From an optimization exercise on the open Yosys and OpenROAD flow, aimed at small area; shortcuts taken in it are not production practice.
In this exercise RTL edits were held to simulation tests only and were not proved equivalent to the original.
Power is estimated from default activity; no workload was simulated.

$ cat flow/design.v
module uart_bps_1 #(
    parameter [12:0] BPS_T   = 13'd5207,
    parameter [12:0] BPS_MID = 13'd2604
) (
    input         clk,
    input         cnt_start,
    output        bps_sig,
    output        cnt_b1
);
    reg [12:0] cnt_bps;
    wire wrap = &(cnt_bps | ~BPS_T);
    always @(posedge clk)
        if (!cnt_start || wrap) cnt_bps <= 13'd0;
        else                    cnt_bps <= cnt_bps + 1'b1;
    assign bps_sig = (cnt_bps == BPS_MID);
    assign cnt_b1  = cnt_bps[1];
endmodule
module uart_receive_1 (
    input            clk,
    input            rst_n,
    input            clk_bps,
    input            data_rx,
    output reg       rx_int,
    output reg [7:0] data_tx,    
    output reg       shift       
);
    reg [1:0] rx;
    always @(posedge clk or negedge rst_n)
        if (!rst_n) rx <= 2'b11;
        else        rx <= {rx[0], data_rx};
    wire nege_edge = rx[1] & ~rx[0];
    reg [3:0] num;               
    wire num10 = num[3] & num[1];
    always @(posedge clk or negedge rst_n)
        if (!rst_n)         rx_int <= 1'b0;
        else if (nege_edge) rx_int <= 1'b1;
        else if (num10)     rx_int <= 1'b0;
    always @(posedge clk)
        if (!rx_int)      num <= 4'd0;
        else if (clk_bps) num <= num + 1'b1;
        else if (num10)   num <= 4'd0;
    always @(*) shift = clk_bps & ~(num[3] & num[0]);
    always @(posedge clk)
        if (shift) data_tx <= {data_rx, data_tx[7:1]};
endmodule
module surf_internet_rx (
    input             clk,
    input             rst_n,
    input      [7:0]  data_rx,      
    input             shift,        
    input             rx_int,
    input             cnt_b1,
    output            flag_en_1,
    output reg [7:0]  addr_daohang_data,
    output     [12:0] data_rx_end_internet
);
    reg nege, nege1, valid;
    always @(posedge clk or negedge rst_n)
        if (!rst_n) begin
            nege  <= 1'b0;
            nege1 <= 1'b0;
        end else begin
            nege  <= ~rx_int & cnt_b1;
            nege1 <= nege;
        end
    always @(posedge clk or negedge rst_n)
        if (!rst_n)     valid <= 1'b0;
        else if (nege)  valid <= 1'b1;
        else if (shift) valid <= 1'b0;
    wire b_digit = (data_rx[7:4] == 4'h3) && (data_rx[3:0] <= 4'h9);
    wire b_comma = (data_rx == 8'h2c);
    reg [3:0] s1, s2;
    reg       m1, m2;
    reg [7:0] ch1, ch2;
    always @(*) begin
        case (s1)
            4'd1: ch1 = 8'h69;   
            4'd2: ch1 = 8'h73;   
            4'd3: ch1 = 8'h74;   
            4'd4: ch1 = 8'h61;   
            4'd5: ch1 = 8'h6e;   
            4'd6: ch1 = 8'h63;   
            4'd7: ch1 = 8'h65;   
            4'd8: ch1 = 8'h22;   
            4'd9: ch1 = 8'h3a;   
            default: ch1 = 8'h64;   
        endcase
        case (s2)
            4'd1:  ch2 = 8'h69;   
            4'd2:  ch2 = 8'h72;   
            4'd3:  ch2 = 8'h65;   
            4'd4:  ch2 = 8'h63;   
            4'd5:  ch2 = 8'h74;   
            4'd6:  ch2 = 8'h69;   
            4'd7:  ch2 = 8'h6f;   
            4'd8:  ch2 = 8'h6e;   
            4'd9:  ch2 = 8'h22;   
            4'd10: ch2 = 8'h3a;   
            default: ch2 = 8'h64;   
        endcase
    end
    always @(posedge clk or negedge rst_n)
        if (!rst_n) begin
            m1 <= 1'b0;
            m2 <= 1'b0;
        end else if (valid) begin
            m1 <= (data_rx == ch1);
            m2 <= (data_rx == ch2);
        end
    always @(posedge clk or negedge rst_n)
        if (!rst_n) s1 <= 4'd0;
        else if (s1 == 4'd12)                   s1 <= 4'd0;
        else if ((s1 >= 4'd10) || (nege & m1))  s1 <= s1 + 1'b1;
    always @(posedge clk or negedge rst_n)
        if (!rst_n) s2 <= 4'd0;
        else if (s2 == 4'd13)                   s2 <= 4'd0;
        else if ((s2 >= 4'd11) || (nege & m2))  s2 <= s2 + 1'b1;
    wire rise  = (s1 == 4'd11);
    wire start = (s1 == 4'd12);
    wire rise_1  = (s2 == 4'd12);
    wire start_1 = (s2 == 4'd13);
    reg       timeout;
    reg [6:0] count;     
    reg [5:0] num;
    reg       pk_digit, pk_comma;
    reg [3:0] pk_nib;
    always @(posedge clk or negedge rst_n)
        if (!rst_n)              timeout <= 1'b0;
        else if (rise)           timeout <= 1'b1;
        else if (count == 7'd85) timeout <= 1'b0;
    always @(posedge clk)
        if (pk_comma & nege) count <= count + 1'b1;
        else if (rise)       count <= 7'd0;
    always @(posedge clk or negedge rst_n)
        if (!rst_n)                       num <= 6'd0;
        else if (rise)                    num <= 6'd0;
        else if (timeout & (nege | start)) num <= num + 1'b1;
    always @(posedge clk or negedge rst_n)
        if (!rst_n) begin
            pk_digit <= 1'b0;
            pk_comma <= 1'b0;
        end else if (timeout & valid) begin
            pk_digit <= b_digit;
            pk_comma <= b_comma;
        end
    always @(posedge clk)
        if (timeout & valid) pk_nib <= data_rx[3:0];
    reg [3:0] n0, n1, n2;
    wire ld  = nege1 & (count == 7'd0) & pk_digit;
    wire ld0 = ld & (num == 6'd2);
    wire ld1 = ld & (num == 6'd3);
    wire ld2 = ld & (num == 6'd4);
    wire chg = (ld0 & (n0 != pk_nib)) | (ld1 & (n1 != pk_nib)) | (ld2 & (n2 != pk_nib));
    always @(posedge clk or negedge rst_n)
        if (!rst_n) begin
            n0 <= 4'd10;
            n1 <= 4'd10;
            n2 <= 4'd15;
        end else begin
            if (ld0) n0 <= pk_nib;
            if (ld1) n1 <= pk_nib;
            if (ld2) n2 <= pk_nib;
        end
    reg [3:0] tmr;
    always @(posedge clk or negedge rst_n)
        if (!rst_n)       tmr <= 4'd0;
        else if (chg)     tmr <= 4'd1;
        else if (!tmr[3]) tmr <= tmr + 1'b1;
    wire stable = (tmr != 4'd7);
    reg two;
    always @(posedge clk) two <= pk_comma & (num == 6'd3);
    wire [3:0] d0 = {n0[3] & ~n0[1], n0[2], n0[1] & ~n0[3], n0[0]};
    wire [3:0] d1 = {n1[3] & ~n1[1], n1[2], n1[1] & ~n1[3], n1[0]};
    wire [6:0] x  = d0 * 4'd10 + d1;
    wire [8:0] distance = two ? {2'b00, x} : (x * 4'd10 + n2);
    wire flag = stable && (distance >= 9'd18) && (distance <= 9'd227) && (num == 6'd3);
    wire [7:0] d = (distance[7:0] > 8'd200) ? distance[7:0] + 8'd5 : distance[7:0];
    reg       timeout_1;
    reg [7:0] count_1;
    reg [5:0] num_1;
    reg       pk1_comma;
    reg [3:0] direction;
    reg [5:0] cnt_1;
    always @(posedge clk or negedge rst_n)
        if (!rst_n)                timeout_1 <= 1'b0;
        else if (rise_1)           timeout_1 <= 1'b1;
        else if (count_1 == 8'd85) timeout_1 <= 1'b0;
    always @(posedge clk or negedge rst_n)
        if (!rst_n)               count_1 <= 8'd7;
        else if (pk1_comma & nege) count_1 <= count_1 + 1'b1;
        else if (rise_1)          count_1 <= 8'd0;
    always @(posedge clk or negedge rst_n)
        if (!rst_n)                          num_1 <= 6'd0;
        else if (rise_1)                     num_1 <= 6'd0;
        else if (timeout_1 & (nege | start_1)) num_1 <= num_1 + 1'b1;
    always @(posedge clk or negedge rst_n)
        if (!rst_n)                 pk1_comma <= 1'b0;
        else if (timeout_1 & valid) pk1_comma <= b_comma;
    always @(posedge clk or negedge rst_n)
        if (!rst_n) direction <= 4'd0;
        else if ((count_1 == 8'd0) & nege & pk_digit)
            direction <= (num_1 == 6'd1) ? pk_nib : 4'd0;
    always @(posedge clk or negedge rst_n)
        if (!rst_n)                 cnt_1 <= 6'd0;
        else if (num_1 == 6'd3)     cnt_1 <= 6'd0;
        else if (cnt_1 == 6'd51)    cnt_1 <= cnt_1;
        else if (num_1 == 6'd2)     cnt_1 <= cnt_1 + 1'b1;
    assign flag_en_1 = (cnt_1 == 6'd50);
    always @(posedge clk or negedge rst_n)
        if (!rst_n)          addr_daohang_data <= 8'd0;
        else if (flag_en_1)  addr_daohang_data <= addr_daohang_data + 1'b1;
    reg [7:0] out_dist;
    reg [3:0] out_dir;
    always @(posedge clk or negedge rst_n)
        if (!rst_n) begin
            out_dist <= 8'd0;
            out_dir  <= 4'd0;
        end else if (flag)
            out_dist <= d;
        else if (num_1 == 6'd2)
            out_dir <= direction;
    assign data_rx_end_internet = {out_dist, 1'b1, out_dir};
endmodule
module top_rx_surf(
	input 			clk,
	input 			rst_n,
	input 			data_rx,
	output			flag_en_1,
	output [7:0]	addr_daohang_data,
	output [12:0]	data_rx_end_internet
    );
	wire	[7:0]	data_tx;
	wire			rx_int, clk_bps, cnt_b1, shift;
surf_internet_rx u_surf_internet_rx (
    .clk(clk),
    .rst_n(rst_n),
    .data_rx(data_tx),
    .shift(shift),
    .rx_int(rx_int),
    .cnt_b1(cnt_b1),
	.flag_en_1(flag_en_1),
	.addr_daohang_data(addr_daohang_data),
    .data_rx_end_internet(data_rx_end_internet)
    );
uart_bps_1 u_uart_bps_1 (
    .clk(clk),
    .cnt_start(rx_int),
    .bps_sig(clk_bps),
    .cnt_b1(cnt_b1)
    );
uart_receive_1 u_uart_receive_1 (
    .clk(clk),
    .rst_n(rst_n),
    .clk_bps(clk_bps),
    .data_rx(data_rx),
    .rx_int(rx_int),
    .data_tx(data_tx),
    .shift(shift)
    );
endmodule
$ cat flow/run.sh
#!/bin/bash
# synth_recipe.tcl (not shown) runs the flow's synth.tcl, then flattens the netlist and writes it again
# the make line also repeats each setting of config.mk as NAME=value (left out here)
make -C /OpenROAD-flow-scripts/flow DESIGN_CONFIG=/design/flow/config.mk WORK_HOME=/design/flow/orfs CLKGATE_MAP_FILE= SYNTH_SCRIPT=/design/flow/synth_recipe.tcl finish
$ cat flow/config.mk
export PLATFORM = sky130hd
export DESIGN_NAME = top_rx_surf
export DESIGN_NICKNAME = top_rx_surf
export VERILOG_FILES = /design/flow/design.v
export SDC_FILE = /design/flow/constraint.sdc
export NUM_CORES = 4
export LEC_CHECK = 0
export CAP_MARGIN = 20
export CORE_MARGIN = 2
export CORE_UTILIZATION = 40
export CTS_BUF_LIST = sky130_fd_sc_hd__clkbuf_4
export CTS_CLUSTER_DIAMETER = 100
export CTS_CLUSTER_SIZE = 30
export SLEW_MARGIN = 20
$ cat flow/constraint.sdc
create_clock -name core_clock -period 10.0 [get_ports {clk}]
set_input_delay 2.0000 -clock core_clock [delete_from_list [all_inputs] [get_ports {clk}]]
set_output_delay 2.0000 -clock core_clock [all_outputs]
set_load 0.01 [all_outputs]
==> impl.org, run 1 <==
** Synth
- List of most frequent post-synthesis cells :: 74 x sky130_fd_sc_hd__dfrtp_1, 70 x sky130_fd_sc_hd__nor2_1, 63 x sky130_fd_sc_hd__nand2_1, 50 x sky130_fd_sc_hd__ha_1, 43 x sky130_fd_sc_hd__xor2_1
- Summing the areas of all compound-gate instances in the mapped netlist gives 10.31% of the synthesized area.
- Area of the mapped netlist :: 0.007138 mm²
- Dominant cells by area after synthesis :: sky130_fd_sc_hd__dfrtp_1 26%, sky130_fd_sc_hd__ha_1 8.8%, sky130_fd_sc_hd__edfxtp_1 8.0%
- Combinational family with the most area after synthesis :: simple AND/OR/NAND/NOR gates
- Synthesis inferred 124 register bits.
- For this run, the number of Yosys warnings is 3.
- Among all cell types in the netlist, the one instantiated most often is sky130_fd_sc_hd__dfrtp_1.
- The average instance in the mapped netlist occupies 10.11 µm².
- Summing the areas of all xor and xnor instances in the mapped netlist gives 9.711% of the synthesized area.
- After synthesis, the largest area contributor takes up 25.94% of total cell area.
- Sequential elements use 43.77% of the synthesized area.
- Multiplexer area fraction after synthesis :: 4.890%
- Adder-Cell Fraction of Synth Area :: 9.886%
- In this run, distinct cell masters in the synthesized netlist total 73.
- FFs w/ async S/R, synth :: 70.16%
- Counting flops with a built-in enable in the synthesized netlist gives 19.
- After Yosys synthesis, and, or, nand and nor cells account for 18.35% of the synthesized area.
- After technology mapping, the gate count stands at 706.
- Net count after synthesis :: 763
- The biggest area contributor in the post-synthesis netlist is sky130_fd_sc_hd__dfrtp_1.
- Among all flip-flop cells after synthesis, the most frequent one is sky130_fd_sc_hd__dfrtp_1.

** Detailed routing
- In the final routed layout, each cell accounts on average for 14.05 µm.
- Detailed Route Iter0 Violations :: 237
- Vias per inst :: 5.200
- Remaining number of nets flagged by the antenna check after routing :: 0
- Wires add up to 13,640 µm.
- Iteration count of the initial detailed-routing pass :: 4
- Routed vias :: 5,049
- Number of design rule violations left after detail routing :: 0

** CTS
- Clock tree from TritonCTS :: yes
- In this run the post-CTS setup repair buffer count came out at 0.
- Number of gates resized after CTS :: 0
- Source-to-sink clock delay at the later pin of the worst-skew pair :: 520 ps
- TritonCTS created 17 clock buffers.
- In this run the deepest clock path goes through 2 buffers.
- After clock tree synthesis, the clock-pin slew on the worst setup and hold paths is 100 ps.
- The clock drives 124 sinks.
- The H-tree was split into 4 levels.
- Post-CTS Hold Buffers :: 0
- Root cell of the clock tree :: sky130_fd_sc_hd__clkbuf_4

** Setup path
- Critical path data arrival time :: 5200 ps
- Along the worst path, the maximum fanout reaches 5.
- Start-to-end type of the worst setup path :: reg2reg
- The most critical setup path has its endpoint at u_surf_internet_rx.out_dir[3].
- Worst path required time :: 10,410 ps
- R2r worst-path depth :: 17
- In this run the worst setup path begins at u_surf_internet_rx.n0[1].
- Reg2Reg Capture Point :: u_surf_internet_rx.out_dir[3]
- The worst setup path is launched from a flop.
- Crit Reg-Reg Startpoint :: u_surf_internet_rx.n0[1]
- Worst-case register-to-register setup slack :: 5210 ps
- The worst setup path is captured at a flop.

** Run
- The tool flagged a number of max-cap violations equal to 0.

** Outcome
- The run finished with no timing, DRC or antenna violations.

** Placement
- Port buffering added 23 buffers.
- Before CTS, the worst setup slack after placement is 5205 ps.
- DPL Wire Length :: 10,060 µm
- Placer Congestion :: 0.8606

** Timing
- Setup repair after global routing left no endpoint under its margin.
- Final-layout setup total negative slack :: 0 ps
- On the final layout, the worst clock skew is 14.52 ps.
- Final worst-path cycle share :: 47.87%
- Setup violations remaining at the end of the flow were counted as 0.
- The worst pin sits at a relative slew slack of 37.43%.
- Final Slew Violations :: 0
- For this run, the top clock speed supported by timing is 208.9 MHz.
- Actual transition at the worst max-transition pin :: 938.5 ps
- Setup slack on the critical path of the routed design comes to 5213 ps.
- The clock period could shrink to 4787 ps.
- Hold violation total from the final report :: 0

** Worst hold path
- The tightest min-delay check is of the reg2reg type.

** Final layout
- Relative to the synthesized area, the layout overhead comes to 10.71%.
- Nets :: 789
- The layout has 1,621 filler cells.
- Layout cells sized above 1 :: 11.01%

** Power
- In this run switching power makes up 23.56% of total power.
- Dividing total power by cell area gives a power density of 122.9 mW/mm².
- Proportion of power drawn by flip-flops and latches :: 56.1%
- For this design the static power due to leakage is 3.494 nW.
- Internal power contribution :: 0.7424 mW
- IR analysis of the VDD net gives a maximum drop of 0.1278 mV.
- The clock network accounts for 39.4% of the total power.
- Net switching power :: 0.2288 mW
- Logic pwr share :: 4.5%

** GRT
- Antenna violations before repair :: 1
- Maximum number of pins on one net before global-route repair :: 76
- The via count of the first global-routing pass was 4,977.
- The total overflow left after global routing is 0.
- The first global-routing pass estimated 23,400 µm of wire.
- GRT Total Usage :: 15.72%

** Die
- The die covers 0.01893 mm².
- The die is 137.6 µm tall.
- After floorplanning, the core was divided into 48 placement rows.
- Width of the die :: 137.6 µm
- Once the floorplan was initialized, standard cells occupied 41.13% of the core.
- The region available for standard cell placement spans 0.01736 mm².
- In this run the count of I/O pins placed on the die edge is 25.
==> power by group through the flow <==
stage               combinational, mW  sequential (mW)  clock (mW)
finish                         0.0441            0.544       0.383
global route                   0.0534            0.547       0.423
detailed placement             0.0451            0.553           0
global placement               0.0427            0.553           0
CTS                            0.0453            0.544       0.399
floorplan                      0.0345            0.547           0
==> registers in the layout, summed over array words and instances, names as in the netlist, 4 cells and up <==
register,cells
u_surf_internet_rx.addr_daohang_data,8
u_surf_internet_rx.n2,4
u_surf_internet_rx.s1,4
u_uart_receive_1.num,4
u_surf_internet_rx.count_1,8
u_surf_internet_rx.pk_nib,4
u_uart_bps_1.cnt_bps,13
u_surf_internet_rx.n1,4
u_surf_internet_rx.count,7
u_surf_internet_rx.direction,4
u_surf_internet_rx.num,6
u_surf_internet_rx.out_dir,4
u_surf_internet_rx.tmr,4
u_surf_internet_rx.out_dist,8
u_surf_internet_rx.cnt_1,6
u_surf_internet_rx.n0,4
u_surf_internet_rx.num_1,6
u_surf_internet_rx.s2,4
u_uart_receive_1.data_tx,8
==> through the flow <==
stage | instances | cell area [µm²] | power, mW | hold slack [ps] | util (%)
floorplan | 706 | 7138 | 0.5814 | 351.7 | -
global placement | 938 | 7589 | 0.5959 | 356.6 | 43.72
detailed placement | 938 | 7589 | 0.5984 | 359.9 | 43.72
CTS | 970 | 7900 | 0.9877 | 375.2 | 45.52
global route | 971 | 7903 | 1.024 | 379.2 | 45.53
finish | 971 | 7903 | 0.9712 | 372.2 | 45.53
==> worst min path at each step <==
| stage | end | cells after the start | from | slack [ps] |
|---|---|---|---|---|
| global placement | u_uart_receive_1.rx[1] | 0 | u_uart_receive_1.rx[0] | 360 |
| detailed placement | u_uart_receive_1.rx[1] | 0 | u_uart_receive_1.rx[0] | 360 |
| finish | u_uart_receive_1.rx[1] | 0 | u_uart_receive_1.rx[0] | 370 |
| global route | u_uart_receive_1.rx[1] | 0 | u_uart_receive_1.rx[0] | 380 |
| floorplan | u_uart_receive_1.rx[1] | 0 | u_uart_receive_1.rx[0] | 350 |
| CTS | u_uart_receive_1.rx[1] | 0 | u_uart_receive_1.rx[0] | 380 |
==> kinds of logic after synthesis <==
logic type               count (synthesis)
AO/OA/AOI/OAI                          108
XOR/XNOR                                76
adder cells (fa/ha/maj)                 54
buffers and inverters                   56
flip-flops                             124
multiplexers                            32
other                                    1
AND/OR/NAND/NOR                        255
==> per-layer routing <==
metal | routed length (µm) | vias up | global-route usage [%]
met5 | 0 | - | 0
met4 | 229 | 0 | 5.384
met3 | 425 | 18 | 3.790
met2 | 6747 | 53 | 25.90
met1 | 6241 | 2455 | 20.24
li1 | - | 2523 | -
==> placed cells by master (no fill, tap or decap), types with 7 or more instances in the layout <==
| cell type | Yosys | layout |
|---|---|---|
| sky130_fd_sc_hd__nand2_1 | 63 | 63 |
| sky130_fd_sc_hd__mux2_2 | 23 | 23 |
| sky130_fd_sc_hd__edfxtp_1 | 19 | 19 |
| sky130_fd_sc_hd__nand4_1 | 14 | 14 |
| sky130_fd_sc_hd__nand3_1 | 27 | 27 |
| sky130_fd_sc_hd__and3_1 | 13 | 13 |
| sky130_fd_sc_hd__nor2_1 | 70 | 70 |
| sky130_fd_sc_hd__xor2_1 | 43 | 43 |
| sky130_fd_sc_hd__ha_1 | 50 | 50 |
| sky130_fd_sc_hd__clkdlybuf4s50_1 | 0 | 22 |
| sky130_fd_sc_hd__mux2i_1 | 9 | 9 |
| sky130_fd_sc_hd__nor3_1 | 8 | 8 |
| sky130_fd_sc_hd__clkbuf_4 | 0 | 18 |
| sky130_fd_sc_hd__xnor2_1 | 31 | 31 |
| sky130_fd_sc_hd__nand2b_1 | 7 | 7 |
| sky130_fd_sc_hd__nor4_1 | 7 | 7 |
| sky130_fd_sc_hd__dfstp_2 | 13 | 13 |
| sky130_fd_sc_hd__dfxtp_1 | 18 | 18 |
| sky130_fd_sc_hd__nor2b_1 | 9 | 9 |
| sky130_fd_sc_hd__clkinv_2 | 0 | 7 |
| sky130_fd_sc_hd__and2_1 | 10 | 10 |
| sky130_fd_sc_hd__a21oi_1 | 22 | 22 |
| sky130_fd_sc_hd__o21ai_0 | 33 | 33 |
| sky130_fd_sc_hd__dfrtp_1 | 74 | 74 |
| sky130_fd_sc_hd__inv_1 | 38 | 38 |
==> critical path, cell delays in order (launching register included) <==
cell	delay [ps]
sky130_fd_sc_hd__dfstp_2	580
sky130_fd_sc_hd__inv_1	50
sky130_fd_sc_hd__ha_1	290
sky130_fd_sc_hd__inv_1	60
sky130_fd_sc_hd__ha_1	130
sky130_fd_sc_hd__inv_1	40
sky130_fd_sc_hd__fa_1	490
sky130_fd_sc_hd__and2b_1	190
sky130_fd_sc_hd__a32oi_1	310
sky130_fd_sc_hd__ha_1	310
sky130_fd_sc_hd__ha_1	370
sky130_fd_sc_hd__a21oi_1	210
sky130_fd_sc_hd__a21oi_1	160
sky130_fd_sc_hd__nor4b_4	290
sky130_fd_sc_hd__xnor2_1	100
sky130_fd_sc_hd__a221o_2	470
sky130_fd_sc_hd__o21ai_4	270
sky130_fd_sc_hd__mux2_2	370
==> layout make-up <==
type,instances,area [µm²],share of cell area (%)
multi-input cells,526,3797,48.05
flip-flops and latches,124,3124,39.53
well taps,225,281.5,3.562
repair buffers,25,242.7,3.072
clock inverters,14,176.4,2.232
inverters,38,142.6,1.805
clock buffers,18,135.1,1.710
diodes,1,2.502,0.03167
==> run 2, diff against run 1 <==
--- a/flow/config.mk
+++ b/flow/config.mk
@@ -9,6 +9,3 @@
 export CORE_MARGIN = 2
 export CORE_UTILIZATION = 40
-export CTS_BUF_LIST = sky130_fd_sc_hd__clkbuf_4
-export CTS_CLUSTER_DIAMETER = 100
-export CTS_CLUSTER_SIZE = 30
 export SLEW_MARGIN = 20
==> run 2 against run 1 <==
Against the previous run:
- still clean
- sequential power is essentially flat
- via count about the same
- critical path depth is the same
- non-clock buffer count unchanged
- count of clock-buffer cells in the layout is 2 higher
- hold slack worse by 7.2 ps
- maximum frequency about the same
- critical endpoint unchanged
- largest power group is now the clock network
==> impl.org, run 2 <==
** Detailed routing
- Vias per inst :: 5.210 (+0.20%)
- Remaining number of nets flagged by the antenna check after routing :: 0 (unchanged)
- Iteration count of the initial detailed-routing pass :: 5 (+1)
- The final routed DRC violation total was 0 (unchanged).
- Total wirelength of the detailed-routed design :: 13,820 µm (+1.3%)
- Wire length per cell after detailed routing :: 14.24 µm (+1.4%)
- Routed vias :: 5,054 (+0.099%)
- Detailed Route Iter0 Violations :: 268 (+13%)

** Synth
- Cell count after synthesis :: 706 (unchanged)
- Flip-flop and latch count after synthesis :: 124 (unchanged)
- The average footprint of a synthesized cell was 10.11 µm² (unchanged).
- Netlist cell types :: 73 (unchanged)
- Commonest register cell after synthesis :: sky130_fd_sc_hd__dfrtp_1
- The biggest area contributor in the post-synthesis netlist is sky130_fd_sc_hd__dfrtp_1.
- The yosys synthesis warning count was 3 (unchanged).
- Sorting the synthesized cells by area gives the leading types as sky130_fd_sc_hd__dfrtp_1 26%, sky130_fd_sc_hd__ha_1 8.8%, sky130_fd_sc_hd__edfxtp_1 8.0%.
- The area share of the leading cell type in the synthesized netlist came to 25.94% (unchanged).
- Area of the mapped netlist :: 0.007138 mm² (unchanged)
- The async set-or-reset flop fraction in the synthesized netlist is 70.16% (unchanged).
- Share of synthesized area occupied by flip-flops and latches :: 43.77% (unchanged)
- The number of enable-type register cells in the synthesized netlist came to 19 (unchanged).
- Net count after synthesis :: 763 (unchanged)
- Among all cell types in the netlist, the one instantiated most often is sky130_fd_sc_hd__dfrtp_1.
- The commonest cells after synthesis are 74 x sky130_fd_sc_hd__dfrtp_1, 70 x sky130_fd_sc_hd__nor2_1, 63 x sky130_fd_sc_hd__nand2_1, 50 x sky130_fd_sc_hd__ha_1, 43 x sky130_fd_sc_hd__xor2_1.

** Die
- Cell row count :: 48 (unchanged)
- Die Footprint :: 0.01893 mm² (unchanged)
- The initial cell density of the core came to 41.13% (unchanged).
- The height of the chip is 137.6 µm (unchanged).
- Core area :: 0.01736 mm² (unchanged)
- The horizontal die dimension came to 137.6 µm (unchanged).
- Number of top-level pins :: 25 (unchanged)

** Timing
- Minimum clock period :: 4785 ps (-2.940 ps)
- Final Slew Violations :: 0 (unchanged)
- The transition time at the pin with the least slew margin is 940.7 ps (+2.140 ps).
- The count of endpoints failing setup in the final report is 0 (unchanged).
- Hold violation total from the final report :: 0 (unchanged)
- Largest clock skew in the final design :: 6.155 ps (-8.365 ps)
- Final worst-path cycle share :: 47.85% (about the same)
- Max-slew headroom at the worst pin :: 37.29% (-0.14 points)
- The highest clock rate is 209.0 MHz (about the same).
- The final worst-path setup slack was 5216 ps (+2.940 ps).
- RSZ-0062 raised after global routing :: false
- Final-layout setup total negative slack :: 0 ps (unchanged)

** Final layout
- The post-layout net count is 789 (unchanged).
- Area Overhead vs Synth :: 14.86%
- FF+latch area :: 0.003124 mm² (unchanged)
- The number of diodes added for antenna fixing was 0 (-1).
- Commonest non-fill, non-tap cell in the layout :: sky130_fd_sc_hd__dfrtp_1
- The area of the multi-input gates came to 0.003797 mm² (unchanged).
- Number of fill cells in the layout :: 1,575 (-2.8%)
- The core occupancy in the finished layout came to 47.24% (+1.7 points).
- Layout cells sized above 1 :: 11.01% (unchanged)
- u_uart_bps_1.cnt_bps holds more flip-flops than any other register.
- The final cell area excluding filler cells was 0.008199 mm² (+3.8%).
- Number of flip-flops under the largest register name :: 13 (unchanged)
- The library cells used most frequently in the layout, excluding fill and tap cells, are 74 x sky130_fd_sc_hd__dfrtp_1, 70 x sky130_fd_sc_hd__nor2_1, 63 x sky130_fd_sc_hd__nand2_1.

** Worst hold path
- The worst hold path terminates at u_uart_receive_1.rx[1].
- Type of the most critical hold path :: reg2reg
- Worst hold path startpoint :: u_uart_receive_1.rx[0]
- Count of cells along the worst hold path :: 0 (unchanged)

** Power
- Cell Pwr Density :: 148.8 mW/mm² (+21%)
- The post-route total power came to 1.220 mW (+26%).
- Peak supply drop :: 0.1355 mV (+6.0%)
- The static leakage came to 3.626 nW (+3.8%).

** GRT
- The sum of overflow across all layers after global routing was 0 (unchanged).
- Maximum number of pins on one net before global-route repair :: 76 (unchanged)
- The via count of the first global-routing pass is 5,015 (+0.76%).
- First-pass GRT wire length :: 23,700 µm (+1.3%)
- Antenna violations before repair :: 0 (-1)
- The combined global-route utilization of all metal layers came to 15.98% (+0.27 points).

** CTS
- Post-CTS Hold Buffers :: 0 (unchanged)
- Clock tree from TritonCTS :: yes
- Source-to-sink clock delay at the later pin of the worst-skew pair :: 410 ps (-110 ps)
- The post-CTS setup buffer count was 0 (unchanged).
- Root cell of the clock tree :: sky130_fd_sc_hd__clkbuf_16
- The clock transition at the registers of the reported paths came to 50 ps (-50 ps).
- The total of cells resized after clock tree synthesis was 0 (unchanged).
- The count of H-tree levels built during CTS is 4 (unchanged).
- CTS max path bufs :: 2 (unchanged)
- The number of clock sinks seen by CTS is 124 (unchanged).
- Number of buffers inserted during clock tree synthesis :: 17 (unchanged)

** Setup path
- The worst setup path is of the reg2reg kind.
- CP peak stage delay :: 560 ps (-20 ps)
- The data arrival time at the worst-slack endpoint is 5080 ps (-120 ps).
- The slowest stage of the critical path is the sky130_fd_sc_hd__dfstp_2 cell.
- List of cells traversed by the critical path :: inv_1 -> ha_1 -> inv_1 -> ha_1 -> inv_1 -> fa_1 -> and2b_1 -> a32oi_1 -> ha_1 -> ha_1 -> a21oi_1 -> a21oi_1 -> nor4b_4 -> xnor2_1 -> a221o_2 -> o21ai_4 -> mux2_2
- Worst-case register-to-register setup slack :: 5220 ps (about the same)
- The cell count of the worst reg-to-reg path was 17 (unchanged).
- Worst path required time :: 10,290 ps (-120 ps)
- Nature of the critical path startpoint :: flop
- Reg2Reg Capture Point :: u_surf_internet_rx.out_dir[3]
- Most frequent cell on the critical path :: sky130_fd_sc_hd__ha_1
- In this run the critical register-to-register path is launched from u_surf_internet_rx.n0[1].
- The highest fanout seen on the critical path came to 5 (unchanged).
- Endpoint kind of the worst setup timing path :: flop

** Placement
- The instance area after placement is 0.007589 mm² (unchanged).
- The minimum setup slack after placement was 5205 ps (unchanged).
- Number of I/O port buffers :: 23 (unchanged)
- The global placer's final weighted congestion was 0.8606 (unchanged).
- The post-DP HPWL was 10,060 µm (unchanged).

** Run
- The max capacitance violation total came to 0 (unchanged).

** Outcome
- The flow ran to the end and the layout has no timing, DRC or antenna violations.
==> run 2: cell count changes in the layout (fill, tap and decap cells not counted) <==
cell	before	now
sky130_fd_sc_hd__clkbuf_16	0	18
sky130_fd_sc_hd__clkinv_1	1	0
sky130_fd_sc_hd__diode_2	1	0
sky130_fd_sc_hd__clkbuf_4	18	0
sky130_fd_sc_hd__bufinv_16	4	3
sky130_fd_sc_hd__clkbuf_8	0	1
sky130_fd_sc_hd__clkbuf_1	0	1
==> run 2: how the worst max path moves through the flow <==
stage                                   startpoint                             to  slack [ps]  cells past startpoint
final                     u_surf_internet_rx.n0[1]  u_surf_internet_rx.out_dir[3]        5220                     17
after global routing      u_surf_internet_rx.n0[1]  u_surf_internet_rx.out_dir[3]        4890                     17
after CTS                 u_surf_internet_rx.n0[1]  u_surf_internet_rx.out_dir[2]        5180                     17
after detailed placement  u_surf_internet_rx.n0[1]  u_surf_internet_rx.out_dir[3]        5210                     17
after global placement    u_surf_internet_rx.n0[1]  u_surf_internet_rx.out_dir[2]        5350                     17
after floorplan           u_surf_internet_rx.n0[1]  u_surf_internet_rx.out_dir[0]        5620                     17
==> run 2: final cells by class <==
type / count / area share, %
Clock buffer: 20 / 5.707
Tap cell: 225 / 3.434
Sequential cell: 124 / 38.10
Inverter: 38 / 1.740
Clock inverter: 12 / 1.740
Timing Repair Buffer: 25 / 2.960
Multi-Input combinational cell: 526 / 46.31
==> run 2: per-stage QoR <==
step / hold slack, ps / instances
detailed placement: 359.9 / 938
global placement: 356.6 / 938
global route: 370.9 / 970
floorplan: 351.7 / 706
CTS: 367.6 / 970
finish: 365.1 / 970
==> run 2: logic make-up (layout without fill, tap and decap cells) <==
kind of cell             count (synthesis)  after routing  synth area share (%)
AND/OR/NAND/NOR                        255            255                 18.35
flip-flops                             124            124                 43.77
AO/OA/AOI/OAI                          108            108                 10.31
XOR/XNOR                                76             76                 9.711
buffers and inverters                   56             95                 3.033
adder cells (fa/ha/maj)                 54             54                 9.886
multiplexers                            32             32                 4.891
other                                    1              1               0.05254
==> run 2: power by group <==
part	internal (mW)	switching, mW	total, mW
registers	0.526	0.0194	0.546
logic	0.0193	0.0248	0.0441
clock network	0.410	0.220	0.630
total	0.956	0.264	1.22
==> run 2: worst max-delay path: cells and delay by family, from the launching register on <==
| family | cells | cell delay (ps) |
|---|---|---|
| xor gates and xnor gates | 1 | 100 |
| and+or+nand+nor | 2 | 480 |
| buffers and inverters | 3 | 150 |
| DFF | 1 | 560 |
| adders and majority gates | 5 | 1590 |
| muxes | 1 | 360 |
| AOI/OAI and AO/OA | 5 | 1420 |
==> run 2: per-layer routing <==
layer	GRT usage (%)	wire, µm
met1	20.35	6375
met3	3.238	350
met4	6.758	277
met2	26.45	6813
met5	0	0

==> afterwards: timing with drivers on the ports <==
The flow's constraints put no driver on any port. The routed layouts listed below were extracted and timed again, unchanged, in two steps. Step 1 assumes that a clkbuf_16 drives the clock port and a buf_2 every other input. Step 2, shift: input delay + t, output delay - t, t = (earliest + latest rising clock arrival at the registers) / 2. This alone moves slack from input paths to output paths. Slacks: ideal / step 1 / step 2; pairs: ideal / step 1.
run	t (ns)	setup WS [ns]	hold WS [ns]	worst slew at a driven data input, ns	cell pins on the clock port's net
run 1	0.552	5.213 / 5.213 / 5.213	0.372 / 0.372 / 0.372	0.03	1
run 2	0.452	5.215 / 5.215 / 5.215	0.365 / 0.365 / 0.365	0.03	1
After both steps every run listed still meets setup and hold.
